Background: an optimization exercise with open tools, aiming at small area. Do not read the settings as production practice.
In this exercise RTL edits were held to simulation tests only and were not proved equivalent to the original.
No activity file was given, so power comes from the tool's default toggle rates.

**design/flow/design.v**
```verilog
module Digital_Clock(clock, rst, button1, button2, switches, timeZone, LEDArray, audioOut, dOnesHours, dTensHours, dOnesMins, dTensMins, dMeridiem, dTimeZone);
    input clock;
    input rst;
    input button1, button2;
    input [6:0] switches;
    input [2:0] timeZone;
    output [9:0] LEDArray;
    output audioOut;
    output [6:0] dTensHours;
    output [6:0] dOnesHours;
    output [6:0] dTensMins;
    output [6:0] dOnesMins;
    output [6:0] dMeridiem;
    output [6:0] dTimeZone;
    reg [1:0] divQ;
    reg [3:0] divL;
    wire      tick = (divQ == 2'd1) & (divL == 4'b1000);
    always @(posedge clock) begin
        if (rst) begin
            divQ <= 2'd0; divL <= 4'd0;
        end else begin
            divQ <= divQ + 2'd1;
            divL <= {divL[2:0], ~(divL[3] ^ divL[2])};
        end
    end
    reg [5:0] clkS, clkM; reg [4:0] clkH;
    reg [5:0] tmrS, tmrM; reg [4:0] tmrH;
    reg [5:0] almS, almM; reg [4:0] almH;
    reg [5:0] dS, dM;     reg [4:0] dH;      
    reg [2:0] tmrSet, almSet;
    reg       tmrDone, tmrStop;               
    reg [3:0] blink;
    reg       led, play, merValid;
    reg [2:0] prevTZ;
    wire b1 = ~button1;
    wire b2 = ~button2;
    wire stepAny = b1 | b2;
    wire both = b1 & b2;
    wire sw0 = switches[0], sw2 = switches[2], sw3 = switches[3];
    wire gC = ~sw2 & ~sw3, gT = sw2 & ~sw3, gA = ~sw2 & sw3;
    wire anyG = ~(sw2 & sw3);
    wire tSetAll = (tmrSet == 3'b111);
    reg  clkPend;
    wire selA = ~clkPend & sw0 & gA;
    wire selT = ~clkPend & (sw0 ? gT : sw2);
    wire up = clkPend | (sw0 & b1);
    wire [5:0] uinS = selA ? almS : selT ? tmrS : clkS;
    wire [5:0] uinM = selA ? almM : selT ? tmrM : clkM;
    wire [4:0] uinH = selA ? almH : selT ? tmrH : clkH;
    wire [5:0] uoutS = up ? ((uinS >= 6'd59) ? 6'd0 : uinS + 6'd1) : ((uinS == 6'd0) ? 6'd59 : uinS - 6'd1);
    wire [5:0] uoutM = up ? ((uinM >= 6'd59) ? 6'd0 : uinM + 6'd1) : ((uinM == 6'd0) ? 6'd59 : uinM - 6'd1);
    wire hWrap = clkPend ? (uinH == 5'd24) : (uinH >= 5'd23);
    wire [4:0] uoutH = up ? (hWrap ? 5'd0 : uinH + 5'd1) : ((uinH == 5'd0) ? 5'd23 : uinH - 5'd1);
    wire tRun = ~sw0 & sw2 & tSetAll;
    wire tCount = tRun & ~tmrDone & ~tmrStop;
    wire tsZ = (tmrS == 6'd0), tmZ = (tmrM == 6'd0), thZ = (tmrH == 5'd0);
    wire tBorrowM = tsZ & ~(tmZ & thZ);
    wire tBorrowH = tsZ & tmZ & ~thZ;
    wire tFinish  = tsZ & tmZ & thZ;
    wire aMatch = (almSet == 3'b111) & (almS == clkS) & (almM == clkM) & (almH == clkH);
    wire aRun = ~sw0 & sw3 & (aMatch | (blink != 4'd0));
    wire sCarry = (clkS == 6'd59);
    wire mCarry = sCarry & (clkM == 6'd59);
    wire [3:0] tzOff = (timeZone == 3'd0) ? 4'd0 : {1'b0, timeZone} + 4'd2;
    wire chTZ = (timeZone != prevTZ);
    wire nst = (timeZone == 3'd1);
    wire dShow = ~sw2 | tSetAll;              
    wire [5:0] dMpre = dShow ? uinM : dM;
    wire mGe30 = (clkM >= 6'd30);
    wire inc = nst & ((clkM == 6'd30) | (~mGe30 & (dMpre == 6'd59)));
    wire [5:0] dMrun = (~chTZ & nst) ? (mGe30 ? clkM - 6'd30 : dMpre + 6'd30) : dMpre;
    wire [3:0] off = nst ? (inc ? 4'd3 : 4'd4) : tzOff;
    wire [4:0] h24 = (clkH == 5'd24) ? 5'd0 : clkH;
    wire [5:0] hdiff = {1'b0, h24} - {2'b0, off};
    wire [4:0] hmod = hdiff[5] ? hdiff[4:0] + 5'd24 : hdiff[4:0];
    wire [4:0] dHrun = chTZ ? 5'd0 : (nst & (clkH == 5'd3) & ~inc) ? 5'd26 : hmod;
    always @(posedge clock) begin
        if (rst) begin
            clkS <= 0; clkM <= 0; clkH <= 0;
            tmrS <= 0; tmrM <= 0; tmrH <= 0;
            almS <= 0; almM <= 0; almH <= 0;
            dS <= 0; dM <= 0; dH <= 0;
            tmrSet <= 0; almSet <= 0; tmrDone <= 0; tmrStop <= 0;
            blink <= 0; led <= 0; play <= 0; merValid <= 0; prevTZ <= 0;
            clkPend <= 0;
        end else if (clkPend) begin
            clkPend <= 1'b0;
            clkS <= uoutS;
            if (sCarry) clkM <= uoutM;
            if (mCarry) clkH <= uoutH;
        end else if (tick) begin
            prevTZ <= timeZone;
            merValid <= 1'b1;
            if (sw0) begin
                if (switches[4] & anyG) begin
                    dS <= uinS;
                    if (stepAny) begin
                        if (gC) clkS <= uoutS;
                        if (gT) tmrS <= uoutS;
                        if (gA) almS <= uoutS;
                    end
                    if (gT) tmrSet[0] <= 1'b1;
                    if (gA) almSet[0] <= 1'b1;
                end
                if (switches[5] & anyG) begin
                    dM <= uinM;
                    if (stepAny) begin
                        if (gC) clkM <= uoutM;
                        if (gT) tmrM <= uoutM;
                        if (gA) almM <= uoutM;
                    end
                    if (gT) tmrSet[1] <= 1'b1;
                    if (gA) almSet[1] <= 1'b1;
                end
                if (switches[6] & anyG) begin
                    dH <= uinH;
                    if (stepAny) begin
                        if (gC) clkH <= uoutH;
                        if (gT) tmrH <= uoutH;
                        if (gA) almH <= uoutH;
                    end
                    if (gT) tmrSet[2] <= 1'b1;
                    if (gA) almSet[2] <= 1'b1;
                end
            end else begin
                if (both) begin
                    clkS <= 0; clkM <= 0; clkH <= 0;
                end else
                    clkPend <= 1'b1;
                if (dShow) dS <= uinS;
                dM <= dMrun;
                dH <= dHrun;
                if (aRun) begin
                    play <= 1'b1;
                    if (blink == 4'd13 || blink == 4'd15) blink <= 4'd0;
                    else if (stepAny) blink <= 4'd15;
                    else blink <= blink + 4'd1;
                    if (blink == 4'd15) play <= 1'b0;
                    else if (blink != 4'd13) led <= ~blink[0];
                end
                if (tCount) begin
                    tmrS <= (tsZ & ~tBorrowM) ? 6'd63 : uoutS;
                    if (tBorrowM) tmrM <= uoutM;
                    if (tBorrowH) tmrH <= uoutH;
                    if (tFinish) tmrDone <= 1'b1;
                end
                if (tRun & (tmrDone | tmrStop)) begin
                    play <= ~tmrStop;
                    if (tmrStop) begin
                        tmrStop <= 1'b0;
                        tmrSet <= 3'b000;
                    end else begin
                        led <= 1'b0;
                        if (stepAny) begin tmrStop <= 1'b1; tmrDone <= 1'b0; end
                    end
                end
            end
        end
    end
    reg [7:0] tone;
    reg [3:0] tcnt;
    reg       spk;
    always @(posedge clock) begin
        if (rst) begin
            tone <= 0; tcnt <= 0; spk <= 0;
        end else if (play) begin
            tone <= tone + 8'd1;
            if (tcnt == 4'd0) begin
                tcnt <= tone[7] ? 4'd9 : 4'd4;
                spk <= ~spk;
            end else
                tcnt <= tcnt - 4'd1;
        end
    end
    assign audioOut = spk;
    assign LEDArray = {10{led}};
    wire sw1 = switches[1];
    wire [6:0] segSo, segSt, segMo, segMt;
    assign segSo[0] = (~dS[5] & ~dS[4] & ~dS[3] & ~dS[2] & ~dS[1] & dS[0]) | (dS[5] & ~dS[4] & ~dS[3] & ~dS[2] & dS[1] & ~dS[0]) | (~dS[5] & ~dS[4] & ~dS[3] & dS[2] & ~dS[1] & ~dS[0]) | (dS[5] & ~dS[4] & dS[3] & ~dS[2] & ~dS[1] & dS[0]) | (~dS[5] & ~dS[4] & dS[3] & ~dS[2] & dS[1] & dS[0]) | (dS[5] & ~dS[4] & dS[3] & dS[2] & ~dS[1] & ~dS[0]) | (~dS[5] & ~dS[4] & dS[3] & dS[2] & dS[1] & ~dS[0]) | (dS[5] & dS[4] & ~dS[3] & ~dS[2] & dS[1] & dS[0]) | (~dS[5] & dS[4] & ~dS[3] & dS[2] & ~dS[1] & dS[0]) | (dS[5] & dS[4] & ~dS[3] & dS[2] & dS[1] & ~dS[0]) | (~dS[5] & dS[4] & dS[3] & ~dS[2] & ~dS[1] & ~dS[0]) | (dS[5] & dS[4] & dS[3] & dS[2] & ~dS[1] & dS[0]) | (~dS[5] & dS[4] & dS[3] & dS[2] & dS[1] & dS[0]);
    assign segSo[1] = (dS[5] & ~dS[4] & ~dS[3] & ~dS[2] & dS[1] & dS[0]) | (dS[5] & ~dS[4] & ~dS[3] & dS[2] & ~dS[1] & ~dS[0]) | (~dS[5] & ~dS[4] & ~dS[3] & dS[2] & ~dS[1] & dS[0]) | (~dS[5] & ~dS[4] & ~dS[3] & dS[2] & dS[1] & ~dS[0]) | (dS[5] & ~dS[4] & dS[3] & dS[2] & ~dS[1] & dS[0]) | (dS[5] & ~dS[4] & dS[3] & dS[2] & dS[1] & ~dS[0]) | (~dS[5] & ~dS[4] & dS[3] & dS[2] & dS[1] & dS[0]) | (~dS[5] & dS[4] & ~dS[3] & ~dS[2] & ~dS[1] & ~dS[0]) | (dS[5] & dS[4] & ~dS[3] & dS[2] & dS[1] & dS[0]) | (dS[5] & dS[4] & dS[3] & ~dS[2] & ~dS[1] & ~dS[0]) | (~dS[5] & dS[4] & dS[3] & ~dS[2] & ~dS[1] & dS[0]) | (~dS[5] & dS[4] & dS[3] & ~dS[2] & dS[1] & ~dS[0]);
    assign segSo[2] = (dS[5] & ~dS[4] & ~dS[3] & ~dS[2] & ~dS[1] & ~dS[0]) | (~dS[5] & ~dS[4] & ~dS[3] & ~dS[2] & dS[1] & ~dS[0]) | (dS[5] & dS[4] & ~dS[3] & dS[2] & ~dS[1] & ~dS[0]) | (~dS[5] & dS[4] & ~dS[3] & dS[2] & dS[1] & ~dS[0]) | (dS[5] & ~dS[4] & dS[3] & ~dS[2] & dS[1] & ~dS[0]) | (~dS[5] & ~dS[4] & dS[3] & dS[2] & ~dS[1] & ~dS[0]) | (dS[5] & dS[4] & dS[3] & dS[2] & dS[1] & ~dS[0]);
    assign segSo[3] = (~dS[5] & ~dS[4] & ~dS[3] & dS[2] & ~dS[1] & ~dS[0]) | (~dS[4] & ~dS[3] & dS[2] & dS[1] & dS[0]) | (~dS[5] & ~dS[4] & dS[3] & dS[2] & dS[1] & ~dS[0]) | (~dS[5] & dS[4] & dS[3] & ~dS[2] & ~dS[1] & ~dS[0]) | (dS[5] & ~dS[4] & ~dS[3] & ~dS[2] & dS[1] & ~dS[0]) | (dS[5] & ~dS[4] & ~dS[3] & dS[2] & dS[0]) | (dS[5] & ~dS[4] & dS[3] & dS[2] & ~dS[1] & ~dS[0]) | (dS[5] & ~dS[4] & dS[2] & dS[1] & dS[0]) | (dS[5] & dS[4] & ~dS[3] & dS[2] & dS[1] & ~dS[0]) | (dS[5] & dS[4] & ~dS[2] & dS[0]) | (dS[4] & ~dS[3] & ~dS[2] & dS[0]) | (~dS[5] & dS[3] & ~dS[2] & dS[1] & dS[0]) | (~dS[5] & ~dS[4] & ~dS[2] & ~dS[1] & dS[0]) | (dS[4] & dS[3] & dS[2] & ~dS[1] & dS[0]) | (~dS[5] & dS[4] & dS[3] & dS[1] & dS[0]) | (~dS[5] & dS[4] & dS[2] & ~dS[1] & dS[0]) | (~dS[4] & dS[3] & ~dS[2] & ~dS[1] & dS[0]);
    assign segSo[4] = (dS[0]) | (dS[5] & ~dS[4] & ~dS[3] & ~dS[2] & dS[1]) | (~dS[5] & ~dS[4] & ~dS[3] & dS[2] & ~dS[1]) | (dS[5] & ~dS[4] & dS[3] & dS[2] & ~dS[1]) | (~dS[5] & ~dS[4] & dS[3] & dS[2] & dS[1]) | (dS[5] & dS[4] & ~dS[3] & dS[2] & dS[1]) | (~dS[5] & dS[4] & dS[3] & ~dS[2] & ~dS[1]);
    assign segSo[5] = (~dS[5] & ~dS[4] & ~dS[3] & ~dS[2] & dS[1]) | (~dS[5] & ~dS[4] & dS[3] & dS[2] & ~dS[1]) | (~dS[5] & dS[4] & ~dS[3] & dS[2] & dS[1]) | (dS[5] & ~dS[4] & ~dS[3] & ~dS[2] & ~dS[1]) | (dS[5] & ~dS[4] & dS[3] & ~dS[2] & dS[1]) | (dS[5] & dS[4] & ~dS[3] & ~dS[2] & dS[1] & dS[0]) | (dS[5] & dS[4] & ~dS[3] & dS[2] & ~dS[1]) | (dS[5] & dS[4] & dS[3] & dS[2] & dS[1]) | (~dS[5] & dS[4] & dS[3] & dS[1] & dS[0]) | (dS[5] & dS[4] & dS[3] & ~dS[1] & dS[0]) | (~dS[5] & dS[4] & ~dS[3] & ~dS[1] & dS[0]) | (~dS[5] & ~dS[4] & ~dS[3] & dS[1] & dS[0]) | (dS[5] & dS[3] & dS[2] & dS[1] & dS[0]) | (dS[5] & ~dS[4] & ~dS[2] & ~dS[1] & dS[0]) | (~dS[4] & dS[3] & ~dS[2] & dS[1] & dS[0]) | (dS[5] & ~dS[4] & ~dS[3] & ~dS[1] & dS[0]) | (~dS[5] & ~dS[4] & ~dS[3] & ~dS[2] & dS[0]);
    assign segSo[6] = (~dS[5] & ~dS[4] & ~dS[3] & ~dS[2] & ~dS[1]) | (~dS[5] & ~dS[4] & ~dS[3] & dS[2] & dS[1] & dS[0]) | (~dS[5] & ~dS[4] & dS[3] & ~dS[2] & dS[1]) | (~dS[5] & dS[4] & ~dS[3] & dS[2] & ~dS[1]) | (~dS[5] & dS[4] & dS[3] & dS[2] & dS[1]) | (dS[5] & ~dS[4] & ~dS[3] & dS[2] & ~dS[1] & dS[0]) | (dS[5] & ~dS[4] & dS[3] & ~dS[2] & ~dS[1]) | (dS[5] & ~dS[4] & dS[3] & dS[2] & dS[1] & dS[0]) | (dS[5] & dS[4] & ~dS[3] & ~dS[2] & dS[1]) | (dS[5] & dS[4] & dS[3] & dS[2] & ~dS[1]) | (dS[5] & dS[4] & dS[3] & ~dS[1] & dS[0]) | (~dS[5] & dS[3] & ~dS[2] & dS[1] & dS[0]) | (~dS[5] & dS[4] & ~dS[3] & ~dS[1] & dS[0]);
    assign segSt[0] = (~dS[4] & dS[3] & dS[1]) | (~dS[4] & dS[3] & dS[2]) | (~dS[5] & dS[4] & ~dS[3] & ~dS[2]) | (dS[5] & ~dS[4] & dS[3]) | (dS[4] & ~dS[3] & ~dS[2] & ~dS[1]);
    assign segSt[1] = (dS[5] & dS[4] & dS[1]) | (dS[5] & dS[4] & dS[2]) | (dS[5] & dS[4] & dS[3]);
    assign segSt[2] = (~dS[5] & dS[4] & ~dS[3] & dS[2]) | (~dS[5] & dS[4] & dS[3] & ~dS[2]) | (~dS[5] & dS[4] & dS[3] & ~dS[1]);
    assign segSt[3] = (~dS[4] & dS[3] & dS[1]) | (~dS[4] & dS[3] & dS[2]) | (~dS[5] & dS[4] & ~dS[3] & ~dS[2]) | (dS[5] & ~dS[4] & dS[3]) | (dS[4] & ~dS[3] & ~dS[2] & ~dS[1]);
    assign segSt[4] = (~dS[4] & dS[3] & dS[1]) | (~dS[4] & dS[3] & dS[2]) | (dS[4] & ~dS[3] & ~dS[2]) | (~dS[5] & dS[3] & dS[2] & dS[1]) | (dS[5] & ~dS[3]) | (dS[5] & ~dS[2]);
    assign segSt[5] = (~dS[5] & dS[3] & dS[1]) | (~dS[5] & dS[3] & dS[2]) | (~dS[5] & dS[4]) | (dS[5] & ~dS[4] & ~dS[3]);
    assign segSt[6] = (~dS[5] & ~dS[4]) | (~dS[5] & ~dS[3] & ~dS[2]);
    assign segMo[0] = (~dM[5] & ~dM[4] & ~dM[3] & ~dM[2] & ~dM[1] & dM[0]) | (dM[5] & ~dM[4] & ~dM[3] & ~dM[2] & dM[1] & ~dM[0]) | (~dM[5] & ~dM[4] & ~dM[3] & dM[2] & ~dM[1] & ~dM[0]) | (dM[5] & ~dM[4] & dM[3] & ~dM[2] & ~dM[1] & dM[0]) | (~dM[5] & ~dM[4] & dM[3] & ~dM[2] & dM[1] & dM[0]) | (dM[5] & ~dM[4] & dM[3] & dM[2] & ~dM[1] & ~dM[0]) | (~dM[5] & ~dM[4] & dM[3] & dM[2] & dM[1] & ~dM[0]) | (dM[5] & dM[4] & ~dM[3] & ~dM[2] & dM[1] & dM[0]) | (~dM[5] & dM[4] & ~dM[3] & dM[2] & ~dM[1] & dM[0]) | (dM[5] & dM[4] & ~dM[3] & dM[2] & dM[1] & ~dM[0]) | (~dM[5] & dM[4] & dM[3] & ~dM[2] & ~dM[1] & ~dM[0]) | (dM[5] & dM[4] & dM[3] & dM[2] & ~dM[1] & dM[0]) | (~dM[5] & dM[4] & dM[3] & dM[2] & dM[1] & dM[0]);
    assign segMo[1] = (dM[5] & ~dM[4] & ~dM[3] & ~dM[2] & dM[1] & dM[0]) | (dM[5] & ~dM[4] & ~dM[3] & dM[2] & ~dM[1] & ~dM[0]) | (~dM[5] & ~dM[4] & ~dM[3] & dM[2] & ~dM[1] & dM[0]) | (~dM[5] & ~dM[4] & ~dM[3] & dM[2] & dM[1] & ~dM[0]) | (dM[5] & ~dM[4] & dM[3] & dM[2] & ~dM[1] & dM[0]) | (dM[5] & ~dM[4] & dM[3] & dM[2] & dM[1] & ~dM[0]) | (~dM[5] & ~dM[4] & dM[3] & dM[2] & dM[1] & dM[0]) | (~dM[5] & dM[4] & ~dM[3] & ~dM[2] & ~dM[1] & ~dM[0]) | (dM[5] & dM[4] & ~dM[3] & dM[2] & dM[1] & dM[0]) | (dM[5] & dM[4] & dM[3] & ~dM[2] & ~dM[1] & ~dM[0]) | (~dM[5] & dM[4] & dM[3] & ~dM[2] & ~dM[1] & dM[0]) | (~dM[5] & dM[4] & dM[3] & ~dM[2] & dM[1] & ~dM[0]);
    assign segMo[2] = (dM[5] & ~dM[4] & ~dM[3] & ~dM[2] & ~dM[1] & ~dM[0]) | (~dM[5] & ~dM[4] & ~dM[3] & ~dM[2] & dM[1] & ~dM[0]) | (dM[5] & dM[4] & ~dM[3] & dM[2] & ~dM[1] & ~dM[0]) | (~dM[5] & dM[4] & ~dM[3] & dM[2] & dM[1] & ~dM[0]) | (dM[5] & ~dM[4] & dM[3] & ~dM[2] & dM[1] & ~dM[0]) | (~dM[5] & ~dM[4] & dM[3] & dM[2] & ~dM[1] & ~dM[0]) | (dM[5] & dM[4] & dM[3] & dM[2] & dM[1] & ~dM[0]);
    assign segMo[3] = (~dM[5] & ~dM[4] & ~dM[3] & dM[2] & ~dM[1] & ~dM[0]) | (~dM[4] & ~dM[3] & dM[2] & dM[1] & dM[0]) | (~dM[5] & ~dM[4] & dM[3] & dM[2] & dM[1] & ~dM[0]) | (~dM[5] & dM[4] & dM[3] & ~dM[2] & ~dM[1] & ~dM[0]) | (dM[5] & ~dM[4] & ~dM[3] & ~dM[2] & dM[1] & ~dM[0]) | (dM[5] & ~dM[4] & ~dM[3] & dM[2] & dM[0]) | (dM[5] & ~dM[4] & dM[3] & dM[2] & ~dM[1] & ~dM[0]) | (dM[5] & ~dM[4] & dM[2] & dM[1] & dM[0]) | (dM[5] & dM[4] & ~dM[3] & dM[2] & dM[1] & ~dM[0]) | (dM[5] & dM[4] & ~dM[2] & dM[0]) | (dM[4] & ~dM[3] & ~dM[2] & dM[0]) | (~dM[5] & dM[3] & ~dM[2] & dM[1] & dM[0]) | (~dM[5] & ~dM[4] & ~dM[2] & ~dM[1] & dM[0]) | (dM[4] & dM[3] & dM[2] & ~dM[1] & dM[0]) | (~dM[5] & dM[4] & dM[3] & dM[1] & dM[0]) | (~dM[5] & dM[4] & dM[2] & ~dM[1] & dM[0]) | (~dM[4] & dM[3] & ~dM[2] & ~dM[1] & dM[0]);
    assign segMo[4] = (dM[0]) | (dM[5] & ~dM[4] & ~dM[3] & ~dM[2] & dM[1]) | (~dM[5] & ~dM[4] & ~dM[3] & dM[2] & ~dM[1]) | (dM[5] & ~dM[4] & dM[3] & dM[2] & ~dM[1]) | (~dM[5] & ~dM[4] & dM[3] & dM[2] & dM[1]) | (dM[5] & dM[4] & ~dM[3] & dM[2] & dM[1]) | (~dM[5] & dM[4] & dM[3] & ~dM[2] & ~dM[1]);
    assign segMo[5] = (~dM[5] & ~dM[4] & ~dM[3] & ~dM[2] & dM[1]) | (~dM[5] & ~dM[4] & dM[3] & dM[2] & ~dM[1]) | (~dM[5] & dM[4] & ~dM[3] & dM[2] & dM[1]) | (dM[5] & ~dM[4] & ~dM[3] & ~dM[2] & ~dM[1]) | (dM[5] & ~dM[4] & dM[3] & ~dM[2] & dM[1]) | (dM[5] & dM[4] & ~dM[3] & ~dM[2] & dM[1] & dM[0]) | (dM[5] & dM[4] & ~dM[3] & dM[2] & ~dM[1]) | (dM[5] & dM[4] & dM[3] & dM[2] & dM[1]) | (~dM[5] & dM[4] & dM[3] & dM[1] & dM[0]) | (dM[5] & dM[4] & dM[3] & ~dM[1] & dM[0]) | (~dM[5] & dM[4] & ~dM[3] & ~dM[1] & dM[0]) | (~dM[5] & ~dM[4] & ~dM[3] & dM[1] & dM[0]) | (dM[5] & dM[3] & dM[2] & dM[1] & dM[0]) | (dM[5] & ~dM[4] & ~dM[2] & ~dM[1] & dM[0]) | (~dM[4] & dM[3] & ~dM[2] & dM[1] & dM[0]) | (dM[5] & ~dM[4] & ~dM[3] & ~dM[1] & dM[0]) | (~dM[5] & ~dM[4] & ~dM[3] & ~dM[2] & dM[0]);
    assign segMo[6] = (~dM[5] & ~dM[4] & ~dM[3] & ~dM[2] & ~dM[1]) | (~dM[5] & ~dM[4] & ~dM[3] & dM[2] & dM[1] & dM[0]) | (~dM[5] & ~dM[4] & dM[3] & ~dM[2] & dM[1]) | (~dM[5] & dM[4] & ~dM[3] & dM[2] & ~dM[1]) | (~dM[5] & dM[4] & dM[3] & dM[2] & dM[1]) | (dM[5] & ~dM[4] & ~dM[3] & dM[2] & ~dM[1] & dM[0]) | (dM[5] & ~dM[4] & dM[3] & ~dM[2] & ~dM[1]) | (dM[5] & ~dM[4] & dM[3] & dM[2] & dM[1] & dM[0]) | (dM[5] & dM[4] & ~dM[3] & ~dM[2] & dM[1]) | (dM[5] & dM[4] & dM[3] & dM[2] & ~dM[1]) | (dM[5] & dM[4] & dM[3] & ~dM[1] & dM[0]) | (~dM[5] & dM[3] & ~dM[2] & dM[1] & dM[0]) | (~dM[5] & dM[4] & ~dM[3] & ~dM[1] & dM[0]);
    assign segMt[0] = (~dM[4] & dM[3] & dM[1]) | (~dM[4] & dM[3] & dM[2]) | (~dM[5] & dM[4] & ~dM[3] & ~dM[2]) | (dM[5] & ~dM[4] & dM[3]) | (dM[4] & ~dM[3] & ~dM[2] & ~dM[1]);
    assign segMt[1] = (dM[5] & dM[4] & dM[1]) | (dM[5] & dM[4] & dM[2]) | (dM[5] & dM[4] & dM[3]);
    assign segMt[2] = (~dM[5] & dM[4] & ~dM[3] & dM[2]) | (~dM[5] & dM[4] & dM[3] & ~dM[2]) | (~dM[5] & dM[4] & dM[3] & ~dM[1]);
    assign segMt[3] = (~dM[4] & dM[3] & dM[1]) | (~dM[4] & dM[3] & dM[2]) | (~dM[5] & dM[4] & ~dM[3] & ~dM[2]) | (dM[5] & ~dM[4] & dM[3]) | (dM[4] & ~dM[3] & ~dM[2] & ~dM[1]);
    assign segMt[4] = (~dM[4] & dM[3] & dM[1]) | (~dM[4] & dM[3] & dM[2]) | (dM[4] & ~dM[3] & ~dM[2]) | (~dM[5] & dM[3] & dM[2] & dM[1]) | (dM[5] & ~dM[3]) | (dM[5] & ~dM[2]);
    assign segMt[5] = (~dM[5] & dM[3] & dM[1]) | (~dM[5] & dM[3] & dM[2]) | (~dM[5] & dM[4]) | (dM[5] & ~dM[4] & ~dM[3]);
    assign segMt[6] = (~dM[5] & ~dM[4]) | (~dM[5] & ~dM[3] & ~dM[2]);
    assign dTensMins = segMt;
    assign dOnesMins = segMo;
    wire [13:0] hSeg;
    assign hSeg[0] = (~dH[4] & ~dH[3] & ~dH[2] & ~dH[1] & dH[0]) | (~dH[4] & ~dH[3] & dH[2] & ~dH[1] & ~dH[0]) | (sw1 & dH[4] & dH[3]) | (dH[3] & ~dH[2] & dH[1] & dH[0]) | (sw1 & dH[3] & dH[2] & ~dH[1] & dH[0]) | (~sw1 & dH[3] & dH[2] & dH[1] & ~dH[0]) | (sw1 & dH[4] & ~dH[2] & ~dH[1] & ~dH[0]) | (~sw1 & dH[4] & dH[2] & ~dH[1] & dH[0]) | (sw1 & dH[4] & dH[2] & dH[1] & dH[0]) | (dH[4] & dH[3] & ~dH[1]);
    assign hSeg[1] = (~dH[4] & ~dH[3] & dH[2] & ~dH[1] & dH[0]) | (~dH[4] & ~dH[3] & dH[2] & dH[1] & ~dH[0]) | (~sw1 & dH[3] & dH[2] & dH[1] & dH[0]) | (~sw1 & dH[4] & ~dH[3] & ~dH[2] & ~dH[1] & ~dH[0]) | (sw1 & dH[4] & ~dH[2] & ~dH[1] & dH[0]) | (sw1 & dH[4] & ~dH[2] & dH[1] & ~dH[0]) | (sw1 & dH[4] & dH[3]);
    assign hSeg[2] = (sw1 & ~dH[4] & ~dH[3] & ~dH[2] & ~dH[0]) | (~dH[4] & ~dH[3] & ~dH[2] & dH[1] & ~dH[0]) | (dH[3] & dH[2] & ~dH[1] & ~dH[0]) | (sw1 & dH[3] & dH[2] & ~dH[0]) | (~sw1 & dH[4] & dH[2] & dH[1] & ~dH[0]) | (sw1 & dH[4] & dH[3]);
    assign hSeg[3] = (~dH[4] & ~dH[3] & dH[2] & ~dH[1] & ~dH[0]) | (~dH[4] & ~dH[3] & dH[2] & dH[1] & dH[0]) | (dH[3] & ~dH[2] & dH[0]) | (~sw1 & dH[3] & dH[2] & dH[1] & ~dH[0]) | (dH[4] & dH[3]) | (~dH[4] & ~dH[2] & ~dH[1] & dH[0]) | (sw1 & dH[3] & ~dH[1] & dH[0]) | (sw1 & dH[4] & ~dH[2] & ~dH[1] & ~dH[0]) | (sw1 & dH[4] & dH[1] & dH[0]) | (~sw1 & dH[4] & ~dH[2] & dH[0]) | (dH[4] & dH[2] & ~dH[1] & dH[0]);
    assign hSeg[4] = (dH[0]) | (~dH[4] & ~dH[3] & dH[2] & ~dH[1]) | (~sw1 & dH[3] & dH[2] & dH[1]) | (dH[4] & dH[3]) | (sw1 & dH[4] & ~dH[2] & ~dH[1]);
    assign hSeg[5] = (~dH[4] & ~dH[3] & ~dH[2] & dH[1]) | (dH[3] & dH[2] & ~dH[1]) | (~sw1 & dH[4] & dH[2] & dH[1]) | (sw1 & ~dH[4] & ~dH[3] & ~dH[2]) | (sw1 & dH[3] & dH[2]) | (sw1 & dH[1] & dH[0]) | (sw1 & dH[4] & dH[3]) | (~sw1 & dH[4] & ~dH[1] & dH[0]) | (~dH[4] & ~dH[2] & dH[1] & dH[0]) | (~dH[4] & ~dH[3] & ~dH[2] & dH[0]) | (~dH[4] & ~dH[3] & dH[1] & dH[0]);
    assign hSeg[6] = (~sw1 & ~dH[4] & ~dH[3] & ~dH[2] & ~dH[1]) | (~dH[4] & ~dH[3] & dH[2] & dH[1] & dH[0]) | (~dH[4] & dH[3] & ~dH[2] & dH[1]) | (~sw1 & dH[4] & dH[2] & ~dH[1]) | (~dH[4] & ~dH[3] & ~dH[2] & ~dH[1] & dH[0]) | (sw1 & dH[3] & dH[2] & ~dH[1] & dH[0]) | (sw1 & dH[4] & dH[1] & dH[0]) | (sw1 & dH[4] & dH[2] & dH[1]) | (sw1 & dH[4] & dH[3]) | (~sw1 & dH[4] & ~dH[1] & dH[0]);
    assign hSeg[7] = (~dH[4] & dH[3] & dH[1]) | (dH[3] & dH[2]) | (dH[4] & ~dH[3] & ~dH[2]) | (sw1);
    assign hSeg[8] = (sw1 & dH[3] & ~dH[2] & ~dH[1]) | (sw1 & dH[4] & ~dH[2]) | (sw1 & ~dH[1] & dH[0]) | (sw1 & ~dH[4] & dH[2] & dH[1]) | (sw1 & ~dH[3] & ~dH[2] & dH[1]) | (sw1 & ~dH[3] & dH[2] & ~dH[1]);
    assign hSeg[9] = (~sw1 & dH[4] & dH[2]) | (dH[4] & dH[3] & ~dH[1]) | (sw1 & dH[3] & ~dH[2] & ~dH[1]) | (sw1 & ~dH[1] & dH[0]) | (sw1 & dH[4] & ~dH[2]) | (sw1 & ~dH[4] & dH[2] & dH[1]) | (sw1 & ~dH[4] & ~dH[3] & dH[1]) | (sw1 & ~dH[3] & dH[2] & ~dH[1]);
    assign hSeg[10] = (~dH[4] & dH[3] & dH[1]) | (dH[3] & dH[2]) | (dH[4] & ~dH[3] & ~dH[2]) | (sw1);
    assign hSeg[11] = (dH[3] & dH[1]) | (dH[3] & dH[2]) | (dH[4] & ~dH[3] & ~dH[2]) | (sw1);
    assign hSeg[12] = (dH[3] & dH[1]) | (dH[3] & dH[2]) | (dH[4]) | (sw1);
    assign hSeg[13] = (~dH[4]) | (~dH[3] & ~dH[2]) | (sw1);
    assign dTensHours = hSeg[13:7];
    assign dOnesHours = hSeg[6:0];
    wire pm = (dH >= 5'd12);
    assign dMeridiem = sw1 ? (~merValid ? 7'b1111111 : pm ? 7'b0001100 : 7'b0001000) : segSt;
    function [6:0] tzLetter;
        input [2:0] z;
        case (z)
            3'd0: tzLetter = 7'b1000001;
            3'd1: tzLetter = 7'b1001000;
            3'd2: tzLetter = 7'b0001000;
            3'd3: tzLetter = 7'b0000110;
            3'd4: tzLetter = 7'b1000110;
            3'd5: tzLetter = 7'b0010010;
            3'd6: tzLetter = 7'b0001100;
            default: tzLetter = 7'b0010001;
        endcase
    endfunction
    assign dTimeZone = sw1 ? tzLetter(timeZone) : segSo;
endmodule
```
**design/flow/flow/run.sh**
```bash
#!/bin/bash
# Own layout flow: the standard ORFS flow (standard.sh), with
#  - synthesis through flow/my_synth.tcl: ORFS synthesis with an area-oriented
#    ABC script (flow/abc_area.scr) and no half/full-adder extraction;
#  - port buffers of the smallest buffer cell;
#  - clock tree of clkbuf_4/clkbuf_8 cells without dummy loads.
# Each tool's output goes to the ORFS logs under orfs/logs; make's own output
# goes to flow_make.log in this folder.
set -euo pipefail
WORK=$(pwd)
FLOWDIR=$WORK/flow
export MY_ABC_SCRIPT=$FLOWDIR/abc_area.scr
sed -E "s#SYNTH_SCRIPT=[^ ]+#SYNTH_SCRIPT=$FLOWDIR/my_synth.tcl#" standard.sh > my_standard.sh
grep -q "SYNTH_SCRIPT=$FLOWDIR/my_synth.tcl" my_standard.sh
bash my_standard.sh \
  "BUFFER_PORTS_ARGS=-buffer_cell sky130_fd_sc_hd__buf_1" \
  "CTS_ARGS=-sink_clustering_enable -repair_clock_nets -buf_list {sky130_fd_sc_hd__clkbuf_4 sky130_fd_sc_hd__clkbuf_8} -dont_use_dummy_load" \
  finish > "$WORK/flow_make.log" 2>&1
```
**design/flow/flow/abc_area.scr**
```
strash
&get -n
&deepsyn -I 1 -J 200 -T 900
&put
dch -f
amap
```
**design/flow/flow/my_synth.tcl**
```tcl
# ORFS synthesis as synth_recipe.tcl runs it, with an area-oriented ABC script
# and without the half/full-adder extraction (ABC maps that logic instead).
proc synth {args} { yosys synth -nofsm -noshare {*}$args }
proc extract_fa {args} { puts "extract_fa skipped" }
proc abc {args} {
  set i [lsearch $args -script]
  if {$i >= 0} {
    set args [lreplace $args [expr {$i+1}] [expr {$i+1}] $::env(MY_ABC_SCRIPT)]
  }
  yosys abc {*}$args
}
source $::env(SCRIPTS_DIR)/synth.tcl
# left out here: clear keep_hierarchy, flatten, clean up, hide names made inside functions, write 1_2_yosys.v
```
**design/flow/standard.sh**
```bash
#!/bin/bash
# synth_recipe.tcl (not shown) runs the flow's synth.tcl, then flattens the netlist and writes it again
# the make line also repeats each setting of config.mk as NAME=value (left out here)
make -C /OpenROAD-flow-scripts/flow DESIGN_CONFIG=/design/flow/config.mk WORK_HOME=/design/flow/orfs CLKGATE_MAP_FILE= SYNTH_SCRIPT=/design/flow/synth_recipe.tcl "${@:-finish}"
```
**design/flow/config.mk**
```make
export PLATFORM = sky130hd
export DESIGN_NAME = Digital_Clock
export DESIGN_NICKNAME = Digital_Clock
export VERILOG_FILES = /design/flow/design.v
export SDC_FILE = /design/flow/constraint.sdc
export NUM_CORES = 4
export LEC_CHECK = 0
export CAP_MARGIN = 20
export CORE_MARGIN = 2
export CORE_UTILIZATION = 40
export SLEW_MARGIN = 20
```
**design/flow/constraint.sdc**
```tcl
create_clock -name core_clock -period 20.0 [get_ports {clock}]
set_input_delay 4.0000 -clock core_clock [delete_from_list [all_inputs] [get_ports {clock}]]
set_output_delay 4.0000 -clock core_clock [all_outputs]
set_load 0.01 [all_outputs]
```
==> results.txt <==
WHS Endpoint=divQ[0]$_SDFF_PP0_; Starting Density=0.412; Avg WL per Cell=16.2 um; final hold viol count=0; CP bufs+invs=4; FMAX=97.7 MHz; setup slack after layout=9.76 ns; vias in the first global route=5758; Port Buffers=66; CTS tree=built; gpl congestion=0.933; area grow syn2layout=9.64%; WP depth=9; Ports=67; Yosys reg bits=106; Storage cell area=0.00212 mm^2; pre-CTS WS=9.81 ns; post-detail-place hpwl=13.8 mm; max_slew headroom=0.347; peak supply drop=0.0000255 V; Post-synth ARST share=0; root buffer cell=clkbuf_8; setup tns final=0 ns; Hold Startpoint=divQ[0]$_SDFF_PP0_; die width=127 um; WP data required=16.00 ns; final wirelength=18.0 mm; DR vias/cell=5.81; first-pass GRT wire length=29.3 mm; GR Overflow Total=0; max_cap viols=0; Yosys warning count=1; worst hold-check path type=flop to flop; Die Ht=127 um; Worst-Margin Slew=0.967 ns; fraction of layout cells with a size suffix above 1=0.0194; fillcell total=1550; Area after DPL=0.00647 mm^2; Seq/Total Area, Yosys=0.353; number of hold buffers added after CTS=0; Resized Gates After CTS=0; Synth area leader=dfxtp_1; Cells after Synth=857; CP delay by family, top=buffers and inverters; area of the multi-input gates=0.00327 mm^2; number of cells on the worst reg-to-reg path=23; cells along the critical path=buf_1, clkinv_1, nor2_1, o21ai_0, nor3_1, clkinv_1, o2111ai_1, o21bai_1, buf_1; Antenna Violating Nets Remaining=0; Hold Path Depth=1; Worst setup SP type=input pin; Synth cell types=42; number of flops mapped to enable cells by yosys=0; R2R Path End=dH[3]$_SDFFE_PP0P_; core area=0.0146 mm^2; Worst Skew=0.0304 ns; H-tree Lvls=3; initial DRC count=766; total power=0.000379 W; Nets=945; Cell Pwr Density=57.5 mW/mm^2; worst-path fanout max=17; Inserted Diodes=0; synth top area cells=dfxtp_1, nor2_1, clkinv_1; Crit Reg-Reg Startpoint=clkPend$_SDFF_PP0_; most frequent cells in the layout=nor2_1, clkinv_1, dfxtp_1, o22ai_1, nand2_1; Initial DRT Pass Iterations=9; max incr delay on CP=0.51 ns; initial antenna violation count=0; RSZ-0062 raised after global routing=no; Post-Synthesis Cell Area=0.00601 mm^2; CTS clock-pin slew for the worst setup and hold paths=0.10 ns; Post-CTS Setup Bufs=0; cell area after layout=0.00659 mm^2; GRT Overall Usage=0.225; final setup vio count=0; status=finished clean; CTS max path bufs=2; Rows=44; Slowest cell on crit path=buf_1; syn nets=871; total CTS buffers=9; Min Hold Slack=0.447 ns; Skew-Pair Late Insertion Delay=0.40 ns; total number of vias=6472; flop-to-flop setup slack=14.77 ns; leading cell type in the layout, fill and taps excluded=nor2_1; post-synth top area share=0.353; Die ar.=0.0160 mm^2; crit path time final=10.24 ns; CP Class=input pin to output pin; fin crit share=0.512; Residual DRC=0; Worst Setup SP=switches[1]; CTS sink cnt=106; P_leak=2.22 nW; Crit. End Element=output pin; Critical Path AT=6.24 ns; largest net degree at the start of global routing=26; Final Max Tran Viols=0; syn avg cell area=7.01 um^2; Synth Flop Type=dfxtp_1
-- synth_stat cells (5+ instances only) --
master    instances
dfxtp_1         106
o221ai_1         11
nand3_1          20
o32ai_1           6
o311ai_0          5
nor2b_1           9
o21a_1            6
nor2_1          148
nor4_1            8
a21oi_1          31
a221oi_1         10
or2_0             7
buf_4            12
a31oi_1           9
clkinv_1        142
a211oi_1          6
o21ai_0          63
a22oi_1           7
a222oi_1         19
or3_1             7
o22ai_1          77
and3_1            8
nor3_1           29
nand2_1          67
nand4_1           6
-- registers in the layout (all words and copies together), names as in the netlist, 6 cells and up --
| signal | flops |
|---|---|
| dS | 6 |
| almS | 6 |
| tmrS | 6 |
| almM | 6 |
| clkS | 6 |
| clkM | 6 |
| tone | 8 |
| dM | 6 |
| tmrM | 6 |
-- layer usage --
layer,track usage,part of all wire,vias up
met5,0,0,-
met4,0.0834,0.025,0
met3,0.0249,0.057,29
met2,0.369,0.46,239
met1,0.306,0.46,2932
li1,-,-,3272
-- area by class of cell --
cell class	instances	area share
multi-input cells	597	0.496
repair buffers	75	0.0478
clock buffers	9	0.0188
well taps	184	0.0349
flip-flops and latches	106	0.322
inverters	142	0.0809
-- cells by family (layout without fill, tap and decap cells) --
group,Yosys count,in the layout,share of synthesized area
and+or+nand+nor,320,320,0.235
AOI/OAI and AO/OA,277,277,0.308
buffers and inverters,154,226,0.104
DFF,106,106,0.353
-- report_power, final --
group          internal [W]  switching, W
registers          0.000214    0.00000271
clock network     0.0000406     0.0000680
logic             0.0000165     0.0000369
-- how the worst max path moves through the flow --
stage                    end
5_1_grt        dTensHours[4]
3_3_place_gp   dTensHours[4]
3_5_place_dp   dTensHours[4]
4_1_cts        dTensHours[4]
6_report       dTensHours[4]
2_1_floorplan  dTensHours[5]
-- per-stage QoR --
stage / util / std cells
after floorplan: - / 857
after global placement: 0.443 / 1104
after detailed placement: 0.443 / 1104
after CTS: 0.452 / 1113
after global routing: 0.452 / 1113
final: 0.452 / 1113

[separate check: timing with driven ports]
Ports are ideal in the flow. The routed layout listed here was re-timed in OpenROAD. Step 1 assumes that a clkbuf_16 drives the clock port and a buf_2 every other input. Step 2 adds t to the input delays and takes it off the output delays; t is the mean of the earliest and latest rising clock arrival at the registers after step 1. Input paths then give back, and output paths get back, about the clock's delay inside the block. Three values: ideal ports, drivers, drivers and shift; two values: the first two.
t, ns: 0.419
slack for setup (ns): 9.764 / 9.738 / 9.738
worst hold slack (ns): 0.447 / 0.447 / 0.447
worst register clock-pin slew, ns: 0.11 / 0.11
worst slew at a driven data input, ns: 0.04
After both steps setup and hold are still met in this run. The setup slack of this run moves by -0.026 ns with the drivers and by -0.026 ns with both steps.
